Source: an optimization exercise on an open RTL-to-GDS flow (aim: small area, a short achievable clock period and few clock cycles per item). Production flows keep margins and buffers that such runs may drop. Where RTL was checked, it was by simulation tests only, not by an equivalence proof against the original. The clock port is modelled as an ideal driver; clocking choices that lean on that would not hold on a real chip.

## dot_product_sequential
module dot_product_sequential #(
    parameter WIDTH = 16,
    parameter N = 8
)(
    input  wire clk,
    input  wire rst_n,
    input  wire input_valid,
    output reg  input_ready,
    input  wire [(WIDTH*N)-1:0] A_vec,
    input  wire [(WIDTH*N)-1:0] B_vec,
    output reg  [(2*WIDTH + $clog2(N)) - 1 : 0] result,
    output reg  output_valid
);
Size in the first run: about 5400 cells after synthesis, about 570 flip-flops.
clock: 15.0 ns
lec_check: 0
cap_margin: 20
core_margin: 2
core_utilization: 65
cts_cluster_diameter: 100
cts_cluster_size: 22
gpl_routability_driven: 0
slew_margin: 20
standard.sh (not shown) runs the stock make flow with config.mk's settings and CLKGATE_MAP_FILE= SYNTH_SCRIPT=/design/flow/synth_recipe.tcl, a recipe that flattens the netlist after the stock synthesis.
==> flow/flow/run.sh <==
#!/bin/bash
# Own layout flow: the standard layout with these changes.
#  Synthesis (the standard flow's script, two changes):
#  1. Yosys's "synth -run fine:" runs with -noabc, so the explicit full-adder tree of the RTL reaches
#     extract_fa intact (abc -fast scrambles its polarity and extract_fa then pads it with inverters).
#  2. extract_fa extracts full adders only (-fa): the RTL's few half adders work on inverted bits,
#     and as ha cells they would need inverters on every pin.
#  Layout: the standard ORFS steps, with
#  - repair_timing asked for a setup margin (SETUP_SLACK_MARGIN), so that it sizes the critical
#    paths for a shorter period than the 15 ns clock (the SDC is the standard flow's, unchanged);
#  - every port still buffered, with a small buffer cell (BUFFER_PORTS_ARGS);
#  - optional power recovery (RECOVER_POWER) after global routing.
set -euo pipefail
MARGIN=${MARGIN:-10.8}
PORTBUF=${PORTBUF:-sky130_fd_sc_hd__buf_1}
RECOVER=${RECOVER:-0}
work=$(pwd)
sed 's/extract_fa {\*}\[dont_use_extract_fa_args\]/extract_fa -fa/' $FLOW_HOME/scripts/synth.tcl > flow_synth_body.tcl
grep -q 'extract_fa -fa$' flow_synth_body.tcl
sed -e 's/-nofsm -noshare/-nofsm -noshare -noabc/' \
    -e "s|source \$::env(SCRIPTS_DIR)/synth.tcl|source $work/flow_synth_body.tcl|" synth_recipe.tcl > flow_synth.tcl
grep -q -- '-noabc' flow_synth.tcl
grep -q flow_synth_body flow_synth.tcl
res=$work/orfs/results/$FLOW_PLATFORM/dot_product_sequential/base
bash standard.sh SYNTH_SCRIPT=$work/flow_synth.tcl $res/1_2_yosys.v > synth.log 2>&1
bash standard.sh SETUP_SLACK_MARGIN=$MARGIN "BUFFER_PORTS_ARGS=-buffer_cell $PORTBUF" \
  RECOVER_POWER=$RECOVER > layout.log 2>&1
The baseline passed the timing, DRC and antenna checks.
Testbench counts at the start, summed over its fixed seeds: cycles 1,624, items 1,600.
==> next run, changes <==
- CTS_CLUSTER_DIAMETER: 100 -> not set
- CTS_CLUSTER_SIZE: 22 -> not set
- GPL_ROUTABILITY_DRIVEN: 0 -> not set
The new run completed without violations.
Setup slack gains 15 ps.
Design area rose slightly.
Sequential cell count is unchanged.
Cell count rose slightly.
==> next run, changes <==
--- a/flow/flow/run.sh
+++ b/flow/flow/run.sh
@@ -13,3 +13,3 @@
 set -euo pipefail
-MARGIN=${MARGIN:-10.8}
+MARGIN=${MARGIN:-10.6}
 PORTBUF=${PORTBUF:-sky130_fd_sc_hd__buf_1}
- CTS_CLUSTER_DIAMETER: not set -> 100
- CTS_CLUSTER_SIZE: not set -> 22
Effect: Final area drops by a few percent. Die area is unchanged. Via count drops slightly. Register-to-register slack is worse by 240 ps.
==> next run, changes <==
--- a/flow/flow/run.sh
+++ b/flow/flow/run.sh
@@ -13,3 +13,3 @@
 set -euo pipefail
-MARGIN=${MARGIN:-10.6}
+MARGIN=${MARGIN:-10.8}
 PORTBUF=${PORTBUF:-sky130_fd_sc_hd__buf_1}
- CORE_UTILIZATION: 65 -> 70
Result: Via count rose by 5.1%; first-iteration DRC count came out higher by about 23%; cell count fell by 1.2%; hold slack is about the same.
==> next run, changes <==
- CORE_UTILIZATION: 70 -> 65
- TNS_END_PERCENT: not set -> 5
Effect: The changed run finished clean. Routed wire length fell by 1.5%. Register-to-register slack improves by 30 ps. Design area is about the same. Maximum frequency rises by 0.68%. Setup slack is better by 29 ps.
==> next run, changes <==
- TNS_END_PERCENT: 5 -> not set
After rerunning: The new run finished with timing, DRC and antenna clean. Critical path depth is unchanged. Worst hold slack barely changes. Final cell count is about the same. Wire length hardly moves. Via count came out lower by about 0.6%. Fmax went up by 0.67%. Count of clock-buffer cells in the layout is unchanged. Die area stays the same. Register-to-register slack improved by 30 ps.

---

dot_product_sequential, a different RTL version from the one above (not shown whole).
Size: about 5500 cells after synthesis, about 580 flip-flops, roughly 300 I/O pins, roughly 63000 sq um of cells after synthesis.
==> flow/design.v (excerpt) <==
module dot_product_sequential #(
    parameter WIDTH = 16,
    parameter N = 8
)(
    input  wire clk,
    input  wire rst_n,
    input  wire input_valid,
    output reg  input_ready,
    input  wire [(WIDTH*N)-1:0] A_vec,
    input  wire [(WIDTH*N)-1:0] B_vec,
    output reg  [(2*WIDTH + $clog2(N)) - 1 : 0] result,
    output reg  output_valid
);
Settings: LEC_CHECK=0, CAP_MARGIN=20, CORE_MARGIN=2, CORE_UTILIZATION=65, SLEW_MARGIN=20; clock period 15.0 ns.
==> flow/flow/run.sh <==
#!/bin/bash
# Own layout flow: the standard layout with these changes.
#  Synthesis (the standard flow's script, two changes):
#  1. Yosys's "synth -run fine:" runs with -noabc, so the explicit full-adder tree of the RTL reaches
#     extract_fa intact (abc -fast scrambles its polarity and extract_fa then pads it with inverters).
#  2. extract_fa extracts full adders only (-fa): the RTL's few half adders work on inverted bits,
#     and as ha cells they would need inverters on every pin.
#  Layout: the standard ORFS steps, with
#  - repair_timing asked for a setup margin (SETUP_SLACK_MARGIN), so that it sizes the critical
#    paths for a shorter period than the 15 ns clock (the SDC is the standard flow's, unchanged);
#  - every port still buffered, with a small buffer cell (BUFFER_PORTS_ARGS);
#  - optional power recovery (RECOVER_POWER) after global routing.
set -euo pipefail
MARGIN=${MARGIN:-0}
PORTBUF=${PORTBUF:-sky130_fd_sc_hd__buf_1}
RECOVER=${RECOVER:-0}
work=$(pwd)
sed 's/extract_fa {\*}\[dont_use_extract_fa_args\]/extract_fa -fa/' $FLOW_HOME/scripts/synth.tcl > flow_synth_body.tcl
grep -q 'extract_fa -fa$' flow_synth_body.tcl
sed -e 's/-nofsm -noshare/-nofsm -noshare -noabc/' \
    -e "s|source \$::env(SCRIPTS_DIR)/synth.tcl|source $work/flow_synth_body.tcl|" synth_recipe.tcl > flow_synth.tcl
grep -q -- '-noabc' flow_synth.tcl
grep -q flow_synth_body flow_synth.tcl
res=$work/orfs/results/$FLOW_PLATFORM/dot_product_sequential/base
bash standard.sh SYNTH_SCRIPT=$work/flow_synth.tcl $res/1_2_yosys.v > synth.log 2>&1
bash standard.sh SETUP_SLACK_MARGIN=$MARGIN "BUFFER_PORTS_ARGS=-buffer_cell $PORTBUF" \
  RECOVER_POWER=$RECOVER > layout.log 2>&1
Then changed:
--- a/flow/flow/run.sh
+++ b/flow/flow/run.sh
@@ -14 +14 @@
-MARGIN=${MARGIN:-0}
+MARGIN=${MARGIN:-10.7}
Effect: The new run passed the timing, DRC and antenna checks. Wire length came out higher by 4.8%. Fmax climbs by 14%. Die area is unchanged. Area after synthesis does not change. Design area came out higher by 7.5%. Final cell count is higher by 5.2%.
Then changed:
--- a/flow/flow/run.sh
+++ b/flow/flow/run.sh
@@ -14 +14 @@
-MARGIN=${MARGIN:-10.7}
+MARGIN=${MARGIN:-10.3}
After rerunning:
- first-iteration DRC count falls by a few percent
- die area does not change
- wire length fell by a few percent
- sequential share of layout area rose by 0.85 points
- fmax came out lower by a few percent
Then changed:
--- a/flow/flow/run.sh
+++ b/flow/flow/run.sh
@@ -3 +3 @@
-#  Synthesis (the standard flow's script, two changes):
+#  Synthesis (same script as the standard flow's, two changes):
@@ -8,5 +8,2 @@
-#  Layout: the standard ORFS steps, with
-#  - repair_timing asked for a setup margin (SETUP_SLACK_MARGIN), so that it sizes the critical
-#    paths for a shorter period than the 15 ns clock (the SDC is the standard flow's, unchanged);
-#  - every port still buffered, with a small buffer cell (BUFFER_PORTS_ARGS);
-#  - optional power recovery (RECOVER_POWER) after global routing.
+#  Layout: the standard ORFS steps, with repair_timing asked for a setup margin (SETUP_SLACK_MARGIN),
+#  so that it sizes the critical paths for a shorter period than the 15 ns clock. The SDC is the standard flow's.
@@ -14,3 +11 @@
-MARGIN=${MARGIN:-10.3}
-PORTBUF=${PORTBUF:-sky130_fd_sc_hd__buf_1}
-RECOVER=${RECOVER:-0}
+MARGIN=${MARGIN:-10.7}
@@ -26,2 +21 @@
-bash standard.sh SETUP_SLACK_MARGIN=$MARGIN "BUFFER_PORTS_ARGS=-buffer_cell $PORTBUF" \
-  RECOVER_POWER=$RECOVER > layout.log 2>&1
+bash standard.sh SETUP_SLACK_MARGIN=$MARGIN > layout.log 2>&1
- CORE_UTILIZATION: 65 -> 40
Result:
- routed wire length goes up by a little under a tenth
- sequential cell count stays the same
No functional check of the RTL was part of any run of this note.

---

job 101:
Another version of the RTL of dot_product_sequential (not shown whole).
For scale: ~5700 cells after synthesis, ~770 flip-flops, about 300 I/O pins.
Design dot_product_sequential, start of the top module:
module dot_product_sequential #(
    parameter WIDTH = 16,
    parameter N = 8
)(
    input  wire clk,
    input  wire rst_n,
    input  wire input_valid,
    output reg  input_ready,
    input  wire [(WIDTH*N)-1:0] A_vec,
    input  wire [(WIDTH*N)-1:0] B_vec,
    output reg  [(2*WIDTH + $clog2(N)) - 1 : 0] result,
    output reg  output_valid
);
Settings: LEC_CHECK=0, CAP_MARGIN=20, CORE_MARGIN=2, CORE_UTILIZATION=65, SLEW_MARGIN=20; clock period 15.0 ns.
==> flow/flow/run.sh <==
#!/bin/bash
# Own layout flow: the standard layout with these changes.
#  Synthesis (the standard flow's script, two changes):
#  1. Yosys's "synth -run fine:" runs with -noabc, so the explicit full-adder tree of the RTL reaches
#     extract_fa intact (abc -fast scrambles its polarity and extract_fa then pads it with inverters).
#  2. extract_fa extracts full adders only (-fa): the RTL's few half adders work on inverted bits,
#     and as ha cells they would need inverters on every pin.
#  Layout: the standard ORFS steps, with
#  - repair_timing asked for a setup margin (SETUP_SLACK_MARGIN), so that it sizes the critical
#    paths for a shorter period than the 15 ns clock (the SDC is the standard flow's, unchanged);
#  - every port still buffered, with a small buffer cell (BUFFER_PORTS_ARGS);
#  - optional power recovery (RECOVER_POWER) after global routing.
set -euo pipefail
MARGIN=${MARGIN:-10.8}
PORTBUF=${PORTBUF:-sky130_fd_sc_hd__buf_1}
RECOVER=${RECOVER:-0}
work=$(pwd)
sed 's/extract_fa {\*}\[dont_use_extract_fa_args\]/extract_fa -fa/' $FLOW_HOME/scripts/synth.tcl > flow_synth_body.tcl
grep -q 'extract_fa -fa$' flow_synth_body.tcl
sed -e 's/-nofsm -noshare/-nofsm -noshare -noabc/' \
    -e "s|source \$::env(SCRIPTS_DIR)/synth.tcl|source $work/flow_synth_body.tcl|" synth_recipe.tcl > flow_synth.tcl
grep -q -- '-noabc' flow_synth.tcl
grep -q flow_synth_body flow_synth.tcl
res=$work/orfs/results/$FLOW_PLATFORM/dot_product_sequential/base
bash standard.sh SYNTH_SCRIPT=$work/flow_synth.tcl $res/1_2_yosys.v > synth.log 2>&1
bash standard.sh SETUP_SLACK_MARGIN=$MARGIN "BUFFER_PORTS_ARGS=-buffer_cell $PORTBUF" \
  RECOVER_POWER=$RECOVER > layout.log 2>&1
Testbench counts of job 101, summed over its fixed seeds: cycles 1,624, items 1,600.
> inputs changed (job 101 -> job 102)
-- flow/flow/run.sh --
<<< job 101, line 14
MARGIN=${MARGIN:-10.8}
>>> job 102, line 14
MARGIN=${MARGIN:-10.4}
### Flow results
Cell area after synthesis delta (job 101 -> job 102): insignificant
Final-report setup violation count: job 101 vs job 102 identical
Job 102 against job 101: global-route usage about even.

---

== the baseline ==
dot_product_sequential with an RTL version that a note above also has.
For scale: ~300 I/O pins, ~0.063 mm^2 of cells after synthesis.
// dot_product_sequential
module dot_product_sequential #(
    parameter WIDTH = 16,
    parameter N = 8
)(
    input  wire clk,
    input  wire rst_n,
    input  wire input_valid,
    output reg  input_ready,
    input  wire [(WIDTH*N)-1:0] A_vec,
    input  wire [(WIDTH*N)-1:0] B_vec,
    output reg  [(2*WIDTH + $clog2(N)) - 1 : 0] result,
    output reg  output_valid
);
Settings: LEC_CHECK=0, CAP_MARGIN=20, CORE_MARGIN=2, CORE_UTILIZATION=65, CTS_CLUSTER_DIAMETER=100, CTS_CLUSTER_SIZE=22, SLEW_MARGIN=20; clock period 15.0 ns.
==> flow/flow/run.sh <==
#!/bin/bash
# Own layout flow: the standard layout with these changes.
#  Synthesis (the standard flow's script, two changes):
#  1. Yosys's "synth -run fine:" runs with -noabc, so the explicit full-adder tree of the RTL reaches
#     extract_fa intact (abc -fast scrambles its polarity and extract_fa then pads it with inverters).
#  2. extract_fa extracts full adders only (-fa): the RTL's few half adders work on inverted bits,
#     and as ha cells they would need inverters on every pin.
#  Layout: the standard ORFS steps, with
#  - repair_timing asked for a setup margin (SETUP_SLACK_MARGIN), so that it sizes the critical
#    paths for a shorter period than the 15 ns clock (the SDC is the standard flow's, unchanged);
#  - every port still buffered, with a small buffer cell (BUFFER_PORTS_ARGS);
#  - optionally (CTSREPAIR_SKIP=1) no timing repair right after CTS, so that the repair after
#    global routing sees the skew below;
#  - after CTS, flow/skew.tcl delays the clock of the internal s0 pipeline registers by one
#    clock buffer (useful skew between internal register stages; see skew.tcl).
# Each tool's output goes to its own log in this folder (synth.log, layout_cts.log, skew.log,
# layout.log) besides ORFS's own logs under orfs/logs.
set -euo pipefail
MARGIN=${MARGIN:-10.8}
PORTBUF=${PORTBUF:-sky130_fd_sc_hd__buf_1}
CTSREPAIR_SKIP=${CTSREPAIR_SKIP:-1}
work=$(pwd)
sed 's/extract_fa {\*}\[dont_use_extract_fa_args\]/extract_fa -fa/' $FLOW_HOME/scripts/synth.tcl > flow_synth_body.tcl
grep -q 'extract_fa -fa$' flow_synth_body.tcl
sed -e 's/-nofsm -noshare/-nofsm -noshare -noabc/' \
    -e "s|source \$::env(SCRIPTS_DIR)/synth.tcl|source $work/flow_synth_body.tcl|" synth_recipe.tcl > flow_synth.tcl
grep -q -- '-noabc' flow_synth.tcl
grep -q flow_synth_body flow_synth.tcl
res=$work/orfs/results/$FLOW_PLATFORM/dot_product_sequential/base
bash standard.sh SYNTH_SCRIPT=$work/flow_synth.tcl $res/1_2_yosys.v > synth.log 2>&1
bash standard.sh SETUP_SLACK_MARGIN=$MARGIN "BUFFER_PORTS_ARGS=-buffer_cell $PORTBUF" \
  SKIP_CTS_REPAIR_TIMING=$CTSREPAIR_SKIP cts > layout_cts.log 2>&1
RESULTS=$res openroad -no_init -exit $work/flow/skew.tcl > skew.log 2>&1
bash standard.sh SETUP_SLACK_MARGIN=$MARGIN "BUFFER_PORTS_ARGS=-buffer_cell $PORTBUF" > layout.log 2>&1
Other scripts of this flow, unchanged in this note and not shown: flow/flow/skew.tcl
Testbench counts of the baseline, summed over its fixed seeds: cycles 1,624, items 1,600.
Modified inputs, the candidate compared to the baseline
diff --git a/flow/flow/run.sh b/flow/flow/run.sh
--- a/flow/flow/run.sh
+++ b/flow/flow/run.sh
@@ -21 +21 @@
-CTSREPAIR_SKIP=${CTSREPAIR_SKIP:-1}
+CTSREPAIR_SKIP=${CTSREPAIR_SKIP:-0}
## What came out
| final standard cell area without fillers | the candidate vs the baseline | ≈ equal |
Clock insertion delay at the later pin of the skew report across the baseline and the candidate: no real change.
The wire length of the first global-routing pass of the baseline and that of the candidate are within noise of each other.
Cell at the slowest stage of the critical path = sky130_fd_sc_hd__dfrtp_1: the candidate; cell at the slowest stage of the critical path = sky130_fd_sc_hd__dfxtp_1: the baseline
Re number of register bits inferred by synthesis: no difference whatsoever between the candidate and the baseline.

[separate check: timing with driven ports]
The results above use ideal ports. As a check the final layouts listed here were re-extracted and re-timed, cells and wires unchanged.
Step 1 (the two cells are an assumption about what drives the block):
set clk [get_ports {clk}]
set_driving_cell -lib_cell sky130_fd_sc_hd__clkbuf_16 $clk
set_driving_cell -lib_cell sky130_fd_sc_hd__buf_2 [delete_from_list [all_inputs] $clk]
Step 2, shift: input delay + t, output delay - t, t = (earliest + latest rising clock arrival at the registers) / 2. This alone moves slack from input paths to output paths.
Slacks: ideal / step 1 / step 2; pairs: ideal / step 1.
run | t, ns | setup WS [ns] | worst setup path at the end | latest minus earliest clock arrival (ns)
the first run of note 1 | 0.730 | 10.721 / 10.721 / 10.721 | register to register | 0.055 / 0.055
the second run of note 1 | 0.799 | 10.736 / 10.654 / 10.741 | register to register | 0.054 / 0.054
the third run of note 1 | 0.735 | 10.497 / 10.497 / 10.497 | register to register | 0.062 / 0.062
the fourth run of note 1 | 0.744 | 10.663 / 10.663 / 10.663 | register to register | 0.073 / 0.072
the fifth run of note 1 | 0.740 | 10.693 / 10.693 / 10.693 | register to register | 0.061 / 0.061
the sixth run of note 1 | 0.742 | 10.721 / 10.714 / 10.721 | register to register | 0.060 / 0.059
the first run of note 2 | 0.738 | 9.792 / 9.792 / 9.792 | register to register | 0.049 / 0.049
the second run of note 2 | 0.752 | 10.449 / 10.449 / 10.449 | register to register | 0.046 / 0.046
the third run of note 2 | 0.737 | 10.279 / 10.279 / 10.279 | register to register | 0.046 / 0.046
the fourth run of note 2 | 0.789 | 10.386 / 10.386 / 10.386 | register to register | 0.063 / 0.062
job 101 | 0.756 | 10.828 / 10.755 / 10.836 | register to register | 0.041 / 0.042
job 102 | 0.754 | 10.393 / 10.393 / 10.393 | register to register | 0.044 / 0.043
the baseline | 0.857 | 10.637 / 10.637 / 10.637 | register to register | 0.318 / 0.319
the candidate | 0.863 | 10.808 / 10.727 / 10.846 | register to register | 0.324 / 0.324
Clock arrivals are far apart in the baseline and the candidate, so t is only a midpoint there and step 2 fits no single register.
